This is an optimization exercise on Yosys and OpenROAD, whose aim is small area and a short achievable clock period, not a production implementation.
Where RTL was checked, it was by simulation tests only, not by an equivalence proof against the original.
Power is estimated from default activity; no workload was simulated.

==> trial 60: inputs <==
Design CannyEdge, start of the top module:
module CannyEdge(dAddrRegRow, dAddrRegCol, bWE, bCE, InData, OutData,
	OPMode, bOPEnable, dReadReg, dWriteReg,	clk, rst_b);
input 	[2:0]	dAddrRegRow, dAddrRegCol;
input		bWE, bCE;
input 	[7:0] 	InData;
output 	[7:0] 	OutData;
reg     [7:0] 	OutData;
input 	[2:0]	OPMode;
input 		bOPEnable;
input 	[3:0]	dReadReg, dWriteReg;
input		clk, rst_b;
reg [7:0] regX [0:24];
reg [1:0] y6c;			 
reg z2, z6, z10, z18;		 
reg [1:0] st;			 
reg [1:0] pc;			 
reg [1:0] dc;			 
reg [7:0] Out_gf, Out_gradient;
reg [1:0] Out_dir;		 
reg       Out_bThres;
reg [11:0] gs0, gs1, gs2, gs3;	 
reg signed [10:0] Gx, Gy;
wire [7:0] rdec = 8'd1 << dAddrRegRow;
wire [7:0] cdec = 8'd1 << dAddrRegCol;
reg  [24:0] hit;
integer hr, hc;
always @(*) begin
	hit = 25'd0;
	for (hr = 0; hr < 8; hr = hr + 1)
		for (hc = 0; hc < 8; hc = hc + 1)
			if (hr*5 + hc <= 24)
				hit[hr*5 + hc] = hit[hr*5 + hc] | (rdec[hr] & cdec[hc]);
end
wire step   = bCE & ~bOPEnable;
wire m_gau  = OPMode == 3'd0;
wire m_sob  = OPMode == 3'd1;
wire m_nms  = OPMode == 3'd2;
wire m_hys  = OPMode == 3'd3;
wire [7:0] x0 = regX[0], x1 = regX[1], x2 = regX[2], x3 = regX[3], x4 = regX[4];
wire [7:0] x5 = regX[5], x6 = regX[6], x7 = regX[7], x8 = regX[8], x9 = regX[9];
wire [7:0] x10 = regX[10], x11 = regX[11], x12 = regX[12], x13 = regX[13], x14 = regX[14];
wire [7:0] x15 = regX[15], x16 = regX[16], x17 = regX[17], x18 = regX[18], x19 = regX[19];
wire [7:0] x20 = regX[20], x21 = regX[21], x22 = regX[22], x23 = regX[23], x24 = regX[24];
  ...
clock: 10.0 ns
lec_check: 0
cap_margin: 20
core_margin: 2
core_utilization: 40
slew_margin: 20
standard.sh (not shown) runs the stock make flow with config.mk's settings and CLKGATE_MAP_FILE= SYNTH_SCRIPT=/design/flow/synth_recipe.tcl, a recipe that flattens the netlist after the stock synthesis.
==> flow/flow/run.sh <==
#!/bin/bash
# Layout flow: the standard flow (standard.sh), unchanged synthesis, plus
#  1. fapol.py on the synthesized netlist: full adders are self-dual, so
#     each fa cell may be fed complemented inputs and give complemented
#     outputs; fapol picks the polarities that need the fewest inverters
#     and rewrites the netlist (registers and ports untouched).
#  2. port buffers of a plain buffer cell (buf_2) instead of the default pick,
#  3. the resizer's setup margin raised so repair_timing keeps shortening
#     the critical paths past the 10 ns constraint,
#  4. a clock tree of smaller buffers and no dummy loads.
# Each tool's output goes to a log file in this folder.
set -u
R=orfs/results/${FLOW_PLATFORM:-sky130hd}/CannyEdge/base
export BUFFER_PORTS_ARGS="-buffer_cell sky130_fd_sc_hd__buf_2"
export SETUP_SLACK_MARGIN=${MARGIN:-5.6}
export CTS_ARGS="-sink_clustering_enable -repair_clock_nets -dont_use_dummy_load -buf_list sky130_fd_sc_hd__clkbuf_8 -sink_clustering_size 16 -sink_clustering_max_diameter 60"
bash standard.sh synth > synth.log 2>&1 || exit 1
if python3 flow/fapol.py $R/1_2_yosys.v $R/1_2_yosys_fapol.v > fapol.log 2>&1; then
  cp $R/1_2_yosys.v $R/1_2_yosys_std.v
  cp $R/1_2_yosys_fapol.v $R/1_2_yosys.v
  rm -f $R/1_synth.odb $R/1_synth.sdc
fi
bash standard.sh > standard.log 2>&1
Other scripts of this flow, unchanged in this note and not shown: flow/flow/fapol.py
==> trial 13 (differences from trial 60) <==
--- a/flow/design.v
+++ b/flow/design.v
@@ -497,16 +497,16 @@
 wire g_451 = g_442 ^ g_449;
 wire g_452 = g_442 & g_449;
 assign gsum0 = {1'b1, 1'b1, g_444, g_432, g_412, g_409, g_381, g_351, g_317, g_252, g_249, g_217};
 assign gsum1 = {1'b0, g_450, g_448, g_445, g_431, g_411, g_383, g_353, g_319, g_283, g_222, g_219};
 assign gsum2 = {1'b0, g_452, g_446, g_434, g_414, g_386, g_356, g_322, g_288, g_285, g_251, glow[3]};
 assign gsum3 = {1'b0, 1'b0, g_451, g_447, g_433, g_413, g_385, g_355, g_321, g_287, g_253, g_221};
-wire signed [10:0] gx_n = $signed({3'b0, x2}) + $signed({3'b0, x12}) + $signed({2'b0, x7, 1'b0})
-                        - $signed({3'b0, x0}) - $signed({3'b0, x10}) - $signed({2'b0, x5, 1'b0});
-wire signed [10:0] gy_n = $signed({3'b0, x0}) + $signed({3'b0, x2}) + $signed({2'b0, x1, 1'b0})
-                        - $signed({3'b0, x10}) - $signed({3'b0, x12}) - $signed({2'b0, x11, 1'b0});
+wire signed [10:0] gx_n = {3'b0, x2} + {3'b0, x12} + {2'b0, x7, 1'b0}
+                        - {3'b0, x0} - {3'b0, x10} - {2'b0, x5, 1'b0};
+wire signed [10:0] gy_n = {3'b0, x0} + {3'b0, x2} + {2'b0, x1, 1'b0}
+                        - {3'b0, x10} - {3'b0, x12} - {2'b0, x11, 1'b0};
 wire sx = Gx[10], sy = Gy[10];
 wire [10:0] ax = sx ? -Gx : Gx;
 wire [10:0] ay = sy ? -Gy : Gy;
 wire [11:0] asum = ax + ay;
 wire d0  = {ay, 1'b0} <= {1'b0, ax};
 wire d45 = {2'b0, ay, 1'b0} <= ({1'b0, ax, 2'b0} + {3'b0, ax});
--- a/flow/flow/run.sh
+++ b/flow/flow/run.sh
@@ -9,13 +9,13 @@
 #     the critical paths past the 10 ns constraint,
 #  4. a clock tree of smaller buffers and no dummy loads.
 # Each tool's output goes to a log file in this folder.
 set -u
 R=orfs/results/${FLOW_PLATFORM:-sky130hd}/CannyEdge/base
 export BUFFER_PORTS_ARGS="-buffer_cell sky130_fd_sc_hd__buf_2"
-export SETUP_SLACK_MARGIN=${MARGIN:-5.6}
+export SETUP_SLACK_MARGIN=${MARGIN:-6.4}
 export CTS_ARGS="-sink_clustering_enable -repair_clock_nets -dont_use_dummy_load -buf_list sky130_fd_sc_hd__clkbuf_8 -sink_clustering_size 16 -sink_clustering_max_diameter 60"
 bash standard.sh synth > synth.log 2>&1 || exit 1
 if python3 flow/fapol.py $R/1_2_yosys.v $R/1_2_yosys_fapol.v > fapol.log 2>&1; then
   cp $R/1_2_yosys.v $R/1_2_yosys_std.v
   cp $R/1_2_yosys_fapol.v $R/1_2_yosys.v
   rm -f $R/1_synth.odb $R/1_synth.sdc
==> qor.txt <==
status - finished clean
GR Util All Layers - 28.1%
Layout non-clock buf frac - 6.67%
initial antenna violation count - 2
CTS buffer count - 31
GR Util met2 - 44.1%
DP Area - 23000 um2
vias in the first global route - 15400
(the above is from trial 13)
==> qor.txt <==
largest reg by FF count - regX
vias in the first global route - 14600
status - finished clean
DP Area - 22800 um2
GR Util met2 - 41.7%
CTS tree - done
GR Util All Layers - 28.2%
initial antenna violation count - 4
clock slew at reported path FFs - 0.10 ns
Layout non-clock buf frac - 1.88%
(the above is from trial 60)
The RTL of trial 60 was laid out without a check of its function.

* * *

==> 11-19: inputs <==
CannyEdge, a different RTL version from the one above (not shown whole).
==> flow/config.mk <==
export PLATFORM = sky130hd
export DESIGN_NAME = CannyEdge
export DESIGN_NICKNAME = CannyEdge
export VERILOG_FILES = /design/flow/design.v
export SDC_FILE = /design/flow/constraint.sdc
export NUM_CORES = 4
export LEC_CHECK = 0
export CAP_MARGIN = 20
export CORE_MARGIN = 2
export CORE_UTILIZATION = 40
export SLEW_MARGIN = 20
==> flow/constraint.sdc <==
create_clock -name core_clock -period 10.0 [get_ports {clk}]
set_input_delay 2.0000 -clock core_clock [delete_from_list [all_inputs] [get_ports {clk}]]
set_output_delay 2.0000 -clock core_clock [all_outputs]
set_load 0.01 [all_outputs]
==> flow/flow/run.sh <==
#!/bin/bash
# The standard layout (standard.sh), with:
#  - port buffers of a plain buffer cell (buf_2) instead of the default pick,
#  - the resizer's setup margin raised so repair_timing keeps shortening
#    the critical paths past the 10 ns constraint.
export BUFFER_PORTS_ARGS="-buffer_cell sky130_fd_sc_hd__buf_2"
export SETUP_SLACK_MARGIN=5.5
bash standard.sh > standard.log 2>&1
==> inputs of 03-06, as changes to 11-19 <==
==> flow/flow/run.sh (replaced) <==
#!/bin/bash
# The standard layout (standard.sh), with:
#  - port buffers of a plain buffer cell (buf_2) instead of the default pick,
#  - the resizer's setup margin raised so repair_timing keeps shortening
#    the critical paths past the 10 ns constraint,
#  - a clock tree of smaller buffers and no dummy loads.
export BUFFER_PORTS_ARGS="-buffer_cell sky130_fd_sc_hd__buf_2"
export SETUP_SLACK_MARGIN=6
export CTS_ARGS="-sink_clustering_enable -repair_clock_nets -dont_use_dummy_load -buf_list sky130_fd_sc_hd__clkbuf_8 -sink_clustering_size 16 -sink_clustering_max_diameter 60"
bash standard.sh > standard.log 2>&1
==> inputs of 03-10, as changes to 11-19 <==
==> flow/run.sh (new file) <==
#!/bin/bash
# synth_recipe.tcl (not shown) runs the flow's synth.tcl, then flattens the netlist and writes it again
# the make line also repeats each setting of config.mk as NAME=value (left out here)
make -C /OpenROAD-flow-scripts/flow DESIGN_CONFIG=/design/flow/config.mk WORK_HOME=/design/flow/orfs CLKGATE_MAP_FILE= SYNTH_SCRIPT=/design/flow/synth_recipe.tcl finish
- SETUP_SLACK_MARGIN: not set -> 5
removed: flow/flow/run.sh
removed: flow/standard.sh
==> impl_metrics.csv <==
group,metric,value,unit
power,p_total,2864,uW
setup_path,worst_path_max_delay_cell,"edfxtp_1",
clock_tree,clkLatencyLatePin,0.56,ns
power,pg_clk,1270,uW
sta,clock_skew,0.02315,ns
setup_path,arrival,4.74,ns
setup_path,crit_required,10.30,ns
hold_path,hold_start,"y6c[0]$_SDFFCE_PP0P_",
finish,buffers,95,
run_status,status,"no timing/DRC/antenna violations",
finish,buf_share,2.556,%
sta,fmax,225.3,MHz
setup_path,start_kind,"register",
clock_tree,cts_resized,2,
power,switching_share,23.83,%
power,pwr-share-seq,49.8,%
power,powerComb,168,uW
placement,place_congestion,1.057,
# the run above: 11-19

==> impl_metrics.csv <==
group,metric,value,unit
run_status,status,"no timing/DRC/antenna violations",
power,pwr-share-seq,48.1,%
sta,fmax,203.3,MHz
finish,buf_share,2.311,%
setup_path,arrival,5.09,ns
setup_path,worst_path_max_delay_cell,"clkdlybuf4s50_1",
power,switching_share,23.43,%
placement,place_congestion,0.9809,
setup_path,start_kind,"input port",
# the run above: 03-10

==> impl_metrics.csv <==
group,metric,value,unit
setup_path,start_kind,"register",
power,pg_clk,744,uW
sta,clock_skew,0.06275,ns
clock_tree,clkLatencyLatePin,0.63,ns
setup_path,worst_path_max_delay_cell,"edfxtp_1",
sta,fmax,228.5,MHz
power,powerComb,178,uW
power,switching_share,24.68,%
run_status,status,"no timing/DRC/antenna violations",
placement,place_congestion,1.035,
setup_path,crit_required,10.34,ns
finish,buffers,182,
# the run above: 03-06

No functional check of the RTL was part of any run of this note.

* * *

==> build 97: inputs <==
CannyEdge with an RTL version that a note above also has.
Design CannyEdge, start of the top module:
module CannyEdge(dAddrRegRow, dAddrRegCol, bWE, bCE, InData, OutData,
	OPMode, bOPEnable, dReadReg, dWriteReg,	clk, rst_b);
input 	[2:0]	dAddrRegRow, dAddrRegCol;
input		bWE, bCE;
input 	[7:0] 	InData;
output 	[7:0] 	OutData;
reg     [7:0] 	OutData;
input 	[2:0]	OPMode;
input 		bOPEnable;
input 	[3:0]	dReadReg, dWriteReg;
input		clk, rst_b;
reg [7:0] regX [0:24];
reg [1:0] y6c;			 
reg z2, z6, z10, z18;		 
reg [1:0] st;			 
reg [1:0] pc;			 
reg [1:0] dc;			 
reg [7:0] Out_gf, Out_gradient;
reg [1:0] Out_dir;		 
reg       Out_bThres;
reg [11:0] gs0, gs1, gs2, gs3;	 
reg signed [10:0] Gx, Gy;
wire [7:0] rdec = 8'd1 << dAddrRegRow;
wire [7:0] cdec = 8'd1 << dAddrRegCol;
reg  [24:0] hit;
integer hr, hc;
always @(*) begin
	hit = 25'd0;
	for (hr = 0; hr < 8; hr = hr + 1)
		for (hc = 0; hc < 8; hc = hc + 1)
			if (hr*5 + hc <= 24)
				hit[hr*5 + hc] = hit[hr*5 + hc] | (rdec[hr] & cdec[hc]);
end
wire step   = bCE & ~bOPEnable;
wire m_gau  = OPMode == 3'd0;
wire m_sob  = OPMode == 3'd1;
wire m_nms  = OPMode == 3'd2;
wire m_hys  = OPMode == 3'd3;
wire [7:0] x0 = regX[0], x1 = regX[1], x2 = regX[2], x3 = regX[3], x4 = regX[4];
wire [7:0] x5 = regX[5], x6 = regX[6], x7 = regX[7], x8 = regX[8], x9 = regX[9];
wire [7:0] x10 = regX[10], x11 = regX[11], x12 = regX[12], x13 = regX[13], x14 = regX[14];
wire [7:0] x15 = regX[15], x16 = regX[16], x17 = regX[17], x18 = regX[18], x19 = regX[19];
wire [7:0] x20 = regX[20], x21 = regX[21], x22 = regX[22], x23 = regX[23], x24 = regX[24];
wire [11:0] gsum0, gsum1, gsum2, gsum3;
wire g_1 = x1[0] ^ x3[0] ^ x5[0];
wire g_2 = (x1[0] & x3[0]) | (x1[0] & x5[0]) | (x3[0] & x5[0]);
wire g_3 = x9[0] ^ x15[0] ^ x19[0];
wire g_4 = (x9[0] & x15[0]) | (x9[0] & x19[0]) | (x15[0] & x19[0]);
wire g_5 = x21[0] ^ x23[0] ^ g_1;
wire g_6 = (x21[0] & x23[0]) | (x21[0] & g_1) | (x23[0] & g_1);
wire g_7 = x1[1] ^ x3[1] ^ x5[1];
wire g_8 = (x1[1] & x3[1]) | (x1[1] & x5[1]) | (x3[1] & x5[1]);
wire g_9 = x9[1] ^ x15[1] ^ x19[1];
wire g_10 = (x9[1] & x15[1]) | (x9[1] & x19[1]) | (x15[1] & x19[1]);
wire g_11 = x21[1] ^ x23[1] ^ g_2;
wire g_12 = (x21[1] & x23[1]) | (x21[1] & g_2) | (x23[1] & g_2);
wire g_13 = g_4 ^ g_7 ^ g_9;
wire g_14 = (g_4 & g_7) | (g_4 & g_9) | (g_7 & g_9);
wire g_15 = g_6 ^ g_11;
wire g_16 = g_6 & g_11;
wire g_17 = x1[2] ^ x3[2] ^ x5[2];
  ...
Settings: LEC_CHECK=0, CAP_MARGIN=20, CORE_MARGIN=2, CORE_UTILIZATION=40, SLEW_MARGIN=20; clock period 10.0 ns.
==> flow/flow/run.sh <==
#!/bin/bash
# Layout flow: the standard flow (standard.sh), unchanged synthesis, plus
#  1. fapol.py on the synthesized netlist: full adders are self-dual, so
#     each fa cell may be fed complemented inputs and give complemented
#     outputs; fapol picks the polarities that need the fewest inverters
#     and rewrites the netlist (registers and ports untouched).
#  2. port buffers of a plain buffer cell (buf_2) instead of the default pick,
#  3. the resizer's setup margin raised so repair_timing keeps shortening
#     the critical paths past the 10 ns constraint,
#  4. a clock tree of smaller buffers and no dummy loads.
# Each tool's output goes to a log file in this folder.
set -u
R=orfs/results/${FLOW_PLATFORM:-sky130hd}/CannyEdge/base
export BUFFER_PORTS_ARGS="-buffer_cell sky130_fd_sc_hd__buf_2"
export SETUP_SLACK_MARGIN=${MARGIN:-6.0}
export CTS_ARGS="-sink_clustering_enable -repair_clock_nets -dont_use_dummy_load -buf_list sky130_fd_sc_hd__clkbuf_8 -sink_clustering_size 16 -sink_clustering_max_diameter 60"
bash standard.sh synth > synth.log 2>&1 || exit 1
if python3 flow/fapol.py $R/1_2_yosys.v $R/1_2_yosys_fapol.v > fapol.log 2>&1; then
  cp $R/1_2_yosys.v $R/1_2_yosys_std.v
  cp $R/1_2_yosys_fapol.v $R/1_2_yosys.v
  rm -f $R/1_synth.odb $R/1_synth.sdc
fi
bash standard.sh > standard.log 2>&1
Other scripts of this flow, unchanged in this note and not shown: flow/flow/fapol.py
==> trial 33 (differences from build 97) <==
--- a/flow/flow/run.sh
+++ b/flow/flow/run.sh
@@ -14,3 +14,3 @@
 export BUFFER_PORTS_ARGS="-buffer_cell sky130_fd_sc_hd__buf_2"
-export SETUP_SLACK_MARGIN=${MARGIN:-6.0}
+export SETUP_SLACK_MARGIN=${MARGIN:-5.6}
 export CTS_ARGS="-sink_clustering_enable -repair_clock_nets -dont_use_dummy_load -buf_list sky130_fd_sc_hd__clkbuf_8 -sink_clustering_size 16 -sink_clustering_max_diameter 60"
==> summary of the runs <==
- In trial 33 the first-iteration DRC count is smaller than in build 97, by about 6%.
- In synthesized area, trial 33 and build 97 do not differ.
- Of trial 33 and build 97, trial 33 has the higher routed wire length (gap about 2%, measured against build 97).
- Synthesized cell count is the same in build 97 and trial 33.
- Critical path depth is the same in build 97 and trial 33.
- Against trial 33, the utilization of build 97 is higher by 1.9 points.
- Between trial 33 and build 97, the lower fmax is in trial 33 (gap about 4.3%, measured against build 97).
- In combinational power, trial 33 and build 97 hardly differ.
==> figures <==
	trial 33	build 97
Run status	complete, no violations	complete, no violations
Detailed-routing wirelength on met1	32500 µm	29400 µm
Layout area overhead	7.65%	12.2%
Net switching share of the total power	25.0%	24.9%
Category of the critical setup timing path	input pin to flop	flop to flop
Count of non-filler cells in the finished layout	2337	2407
Required time of the worst setup path	10.19 ns	10.34 ns
Detail Route met2 WL	33600 µm	33400 µm
Fmax achieved	231 MHz	242 MHz
Half-perimeter wire length after placement	61900 µm	58500 µm
Launch instance of the worst register-to-register path	regX[7][2]$_DFFE_PP_	regX[1][3]$_DFFE_PP_
Layout cells sized above 1	10.2%	19.1%
Number of antenna diodes	1	2
Count of buffer and inverter cells on the critical path	3	0
Switch Pwr	0.000589 W	0.000589 W
Area used by sequential logic in the layout	0.00898 mm²	0.00899 mm²
DP Cell Count	2286	2278

afterwards: timing with drivers on the ports:
The flow's constraints put no driver on any port. The routed layouts listed below were extracted and timed again, unchanged, in two steps. Step 1 (the two cells are an assumption about what drives the block):
set clk [get_ports {clk}]
set_driving_cell -lib_cell sky130_fd_sc_hd__clkbuf_16 $clk
set_driving_cell -lib_cell sky130_fd_sc_hd__buf_2 [delete_from_list [all_inputs] $clk]
Step 2 moves the port delays by t, midway between the first and last clock arrival at a register: inputs arrive t later, outputs are due t later. That takes back most of the time a late clock gives input paths. a / b / c = ideal / step 1 / step 2; a / b = the first two.
run | shift t [ns] | setup WS [ns] | cell pins on the clock port's net
trial 60 | 0.645 | 5.678 / 5.679 / 5.065 | 1
trial 13 | 0.677 | 5.863 / 5.863 / 5.686 | 1
11-19 | 0.605 | 5.562 / 5.562 / 5.144 | 1
03-06 | 0.651 | 5.623 / 5.623 / 5.438 | 1
03-10 | 0.601 | 5.080 / 5.104 / 4.503 | 1
build 97 | 0.652 | 5.863 / 5.863 / 5.272 | 1
trial 33 | 0.645 | 5.678 / 5.679 / 5.065 | 1
After both steps setup and hold are still met in every run listed.
